Background: an optimization exercise with open tools, aiming at small area. Do not read the settings as production practice.
Where RTL was checked, it was by simulation tests only, not by an equivalence proof against the original.
No activity file was given, so power comes from the tool's default toggle rates.

// Main
module Main(
	input clk,
	input reset,
	input izq,
	input der,
	input fire,
	input reload,
	output [1:0]red_out,
	output [1:0]green_out,
	output [1:0]blue_out,
	output hsync,
	output vsync,
	output reg [7:0]led,
	output shouldFinish,
	output [3:0]data_sound
	);
Size: ~3,600 cells after synthesis, ~530 flip-flops, roughly 27 I/O pins.
export LEC_CHECK = 0
export CAP_MARGIN = 20
export CORE_MARGIN = 2
export CORE_UTILIZATION = 40
export CTS_BUF_LIST = sky130_fd_sc_hd__clkbuf_8
export CTS_CLUSTER_DIAMETER = 50
export CTS_CLUSTER_SIZE = 20
export SLEW_MARGIN = 20
export SYNTH_MEMORY_MAX_BITS = 16384
create_clock -name core_clock -period 20.0 [get_ports {clk}]
run.sh (not shown) runs the stock make flow with config.mk's settings and CLKGATE_MAP_FILE= SYNTH_SCRIPT=/design/flow/synth_recipe.tcl, a recipe that flattens the netlist after the stock synthesis.
Change:
--- a/flow/config.mk
+++ b/flow/config.mk
@@ -9,7 +9,7 @@
 export CORE_MARGIN = 2
 export CORE_UTILIZATION = 40
-export CTS_BUF_LIST = sky130_fd_sc_hd__clkbuf_8
-export CTS_CLUSTER_DIAMETER = 50
-export CTS_CLUSTER_SIZE = 20
+export CTS_BUF_LIST = sky130_fd_sc_hd__clkbuf_16
+export CTS_CLUSTER_DIAMETER = 80
+export CTS_CLUSTER_SIZE = 30
 export SLEW_MARGIN = 20
 export SYNTH_MEMORY_MAX_BITS = 16384
Routed wire length shrinks by 0.91%. Register-to-register slack gets worse by 110 ps. Sequential share of layout area grows by 0.33 points. Power shrinks by 6.0%. Global-route usage shrinks by 0.30 points. Via count shrinks by 0.92%. Cell count shrinks by 1.4%. Area after synthesis does not change. Clock skew stays flat. Setup slack gets worse by 110 ps.
No functional check of the RTL was part of any run of this note.


Main, a different RTL version from the one above (not shown whole).
Size: about 27 I/O pins, about 27,000 um2 of cells after synthesis.
==> flow/config.mk <==
export PLATFORM = sky130hd
export DESIGN_NAME = Main
export DESIGN_NICKNAME = Main
export VERILOG_FILES = /design/flow/design.v
export SDC_FILE = /design/flow/constraint.sdc
export NUM_CORES = 4
export LEC_CHECK = 0
export CAP_MARGIN = 20
export CORE_MARGIN = 2
export CORE_UTILIZATION = 40
export CTS_BUF_LIST = sky130_fd_sc_hd__clkbuf_16
export CTS_CLUSTER_DIAMETER = 60
export CTS_CLUSTER_SIZE = 25
export SLEW_MARGIN = 20
export SYNTH_MEMORY_MAX_BITS = 16384
==> flow/constraint.sdc <==
create_clock -name core_clock -period 20.0 [get_ports {clk}]
set_input_delay 4.0000 -clock core_clock [delete_from_list [all_inputs] [get_ports {clk}]]
set_output_delay 4.0000 -clock core_clock [all_outputs]
set_load 0.01 [all_outputs]
standard.sh (not shown) runs the stock make flow with config.mk's settings and CLKGATE_MAP_FILE= SYNTH_SCRIPT=/design/flow/synth_recipe.tcl, a recipe that flattens the netlist after the stock synthesis.
==> flow/flow/run.sh <==
#!/bin/bash
# Own layout flow: the standard flow (standard.sh) with two changes.
# - Synthesis is the standard flow's (synth_recipe.tcl and ORFS's synth.tcl, otherwise
#   unchanged), but ABC maps the logic with flow/abc.script, an area-oriented
#   script (relaxed delay target, area-flow and exact-area rounds, mfs3 area
#   resubstitution, no buffering or upsizing); the clock period leaves ample
#   slack. Registers are mapped before ABC runs, so they are the standard
#   synthesis's.
# - Clock tree synthesis runs without dummy loads, with sinks clustered 28 to
#   a clkbuf_16 leaf buffer within 70 um.
# Each tool's output goes to layout.log here and to ORFS's logs in orfs/logs.
set -euo pipefail
HERE=$(pwd)
sed "s#^  log_cmd abc {\*}\$abc_args\$#  lset abc_args 1 $HERE/flow/abc.script\n  log_cmd abc {*}\$abc_args#" "$FLOW_HOME/scripts/synth.tcl" > flow_synth.tcl
grep -q "lset abc_args 1 $HERE/flow/abc.script" flow_synth.tcl
sed "s#\$::env(SCRIPTS_DIR)/synth.tcl#$HERE/flow_synth.tcl#" synth_recipe.tcl > flow_synth_recipe.tcl
grep -q "$HERE/flow_synth.tcl" flow_synth_recipe.tcl
CTS="-sink_clustering_enable -repair_clock_nets -dont_use_dummy_load -sink_clustering_size 28 -sink_clustering_max_diameter 70 -buf_list sky130_fd_sc_hd__clkbuf_16"
bash standard.sh "SYNTH_SCRIPT=$HERE/flow_synth_recipe.tcl" "CTS_ARGS=$CTS" finish > layout.log 2>&1
==> flow/flow/abc.script <==
&get -n
&st
&syn2
&dch -f
&nf -R 1000 -F 8 -A 4
&st
&synch2
&dch -f
&nf -R 1000 -F 8 -A 4
&st
&synch2
&dch -f
&nf -R 1000 -F 8 -A 4
&put
mfs3 -a
topo
stime -c
dnsize -c
==> next run, changes <==
==> flow/flow/run.sh (replaced) <==
#!/bin/bash
# Own layout flow: the standard flow (standard.sh, unchanged synthesis),
# with clock tree synthesis run without dummy loads and with sinks clustered
# 28 to a clkbuf_16 leaf buffer within 70 um.
set -euo pipefail
CTS="-sink_clustering_enable -repair_clock_nets -dont_use_dummy_load -sink_clustering_size 28 -sink_clustering_max_diameter 70 -buf_list sky130_fd_sc_hd__clkbuf_16"
bash standard.sh "CTS_ARGS=$CTS" finish > layout.log 2>&1
removed: flow/flow/abc.script
The changed run completed without violations; via count hardly moves; setup slack hardly moves; die area grows by 5.3%; design area grows by 3.6%; maximum frequency hardly moves.
==> next run, changes <==
==> flow/flow/run.sh (replaced) <==
#!/bin/bash
# Own layout flow: the standard flow (standard.sh) with two changes.
# - Synthesis is the standard flow's (synth_recipe.tcl and ORFS's synth.tcl, otherwise
#   unchanged), but ABC maps the logic with flow/abc.script: ORFS's speed
#   script with the delay target relaxed and without buffering or upsizing,
#   for area (the clock period leaves ample slack). Registers are mapped
#   before ABC runs, so they are the standard synthesis's.
# - Clock tree synthesis runs without dummy loads, with sinks clustered 28 to
#   a clkbuf_16 leaf buffer within 70 um.
# Each tool's output goes to layout.log here and to ORFS's logs in orfs/logs.
set -euo pipefail
HERE=$(pwd)
sed "s#^  log_cmd abc {\*}\$abc_args\$#  lset abc_args 1 $HERE/flow/abc.script\n  log_cmd abc {*}\$abc_args#" "$FLOW_HOME/scripts/synth.tcl" > flow_synth.tcl
grep -q "lset abc_args 1 $HERE/flow/abc.script" flow_synth.tcl
sed "s#\$::env(SCRIPTS_DIR)/synth.tcl#$HERE/flow_synth.tcl#" synth_recipe.tcl > flow_synth_recipe.tcl
grep -q "$HERE/flow_synth.tcl" flow_synth_recipe.tcl
CTS="-sink_clustering_enable -repair_clock_nets -dont_use_dummy_load -sink_clustering_size 28 -sink_clustering_max_diameter 70 -buf_list sky130_fd_sc_hd__clkbuf_16"
bash standard.sh "SYNTH_SCRIPT=$HERE/flow_synth_recipe.tcl" "CTS_ARGS=$CTS" finish > layout.log 2>&1
==> flow/flow/abc.script (new file) <==
&get -n
&st
&dch
&nf -R 1000 -F 8 -A 4
&st
&syn2
&if -g -K 6
&synch2
&nf -R 1000 -F 8 -A 4
&st
&syn2
&if -g -K 6
&synch2
&nf -R 1000 -F 8 -A 4
&st
&syn2
&if -g -K 6
&synch2
&nf -R 1000 -F 8 -A 4
&st
&syn2
&if -g -K 6
&synch2
&nf -R 1000 -F 8 -A 4
&st
&syn2
&if -g -K 6
&synch2
&nf -R 1000 -F 8 -A 4
&put
topo
stime -c
dnsize -c
Utilization is higher by 0.94 points.
Setup slack improved by 490 ps.
Die area is lower by a few percent.
Routed wire length is higher slightly.
Final area is lower slightly.
Power is lower by a few percent.
==> next run, changes <==
==> flow/run.sh (new file) <==
#!/bin/bash
# synth_recipe.tcl (not shown) runs the flow's synth.tcl, then flattens the netlist and writes it again
# the make line also repeats each setting of config.mk as NAME=value (left out here)
make -C /OpenROAD-flow-scripts/flow DESIGN_CONFIG=/design/flow/config.mk WORK_HOME=/design/flow/orfs CLKGATE_MAP_FILE= SYNTH_SCRIPT=/design/flow/synth_recipe.tcl finish
removed: flow/flow/run.sh
removed: flow/flow/abc.script
removed: flow/standard.sh
Result: The changed run finished clean. Final area rises by 3.0%. Die area is higher by about 2.8%. Non-clock buffer count drops by 8. Routed wire length is about the same. Critical path depth goes down by 6. Fmax shrinks by 4.3%. Setup slack gets worse by 480 ps. Final cell count goes up by about 1.3%. Total power rises by about 11%. Clock-buffer cell count went up by 8. Core utilization came out lower by 0.23 points.

-- what the ideal ports hide --
No port has a modelled driver above. Below, the same layouts with a new extraction and two added sets of constraints.
Step 1 (the two cells are an assumption about what drives the block):
set clk [get_ports {clk}]
set_driving_cell -lib_cell sky130_fd_sc_hd__clkbuf_16 $clk
set_driving_cell -lib_cell sky130_fd_sc_hd__buf_2 [delete_from_list [all_inputs] $clk]
Step 2, shift: input delay + t, output delay - t, t = (earliest + latest rising clock arrival at the registers) / 2. This alone moves slack from input paths to output paths.
Slacks: ideal / step 1 / step 2; pairs: ideal / step 1.
run | shift t [ns] | setup slack, ns | worst register clock-pin slew, ns
the first run of note 1 | 0.740 | 10.274 / 10.274 / 9.617 | 0.11 / 0.11
the second run of note 1 | 0.645 | 10.168 / 10.168 / 9.722 | 0.12 / 0.12
the first run of note 2 | 0.609 | 8.980 / 9.013 / 8.405 | 0.10 / 0.10
the second run of note 2 | 0.667 | 8.981 / 9.015 / 8.348 | 0.11 / 0.11
the third run of note 2 | 0.650 | 9.470 / 9.482 / 8.831 | 0.11 / 0.11
the fourth run of note 2 | 0.629 | 8.993 / 9.031 / 8.401 | 0.09 / 0.09
After both steps every run listed still meets setup and hold. The setup slack of the first run of note 1, which loses most, moves by 0.000 ns with the drivers and by -0.657 ns with both steps.
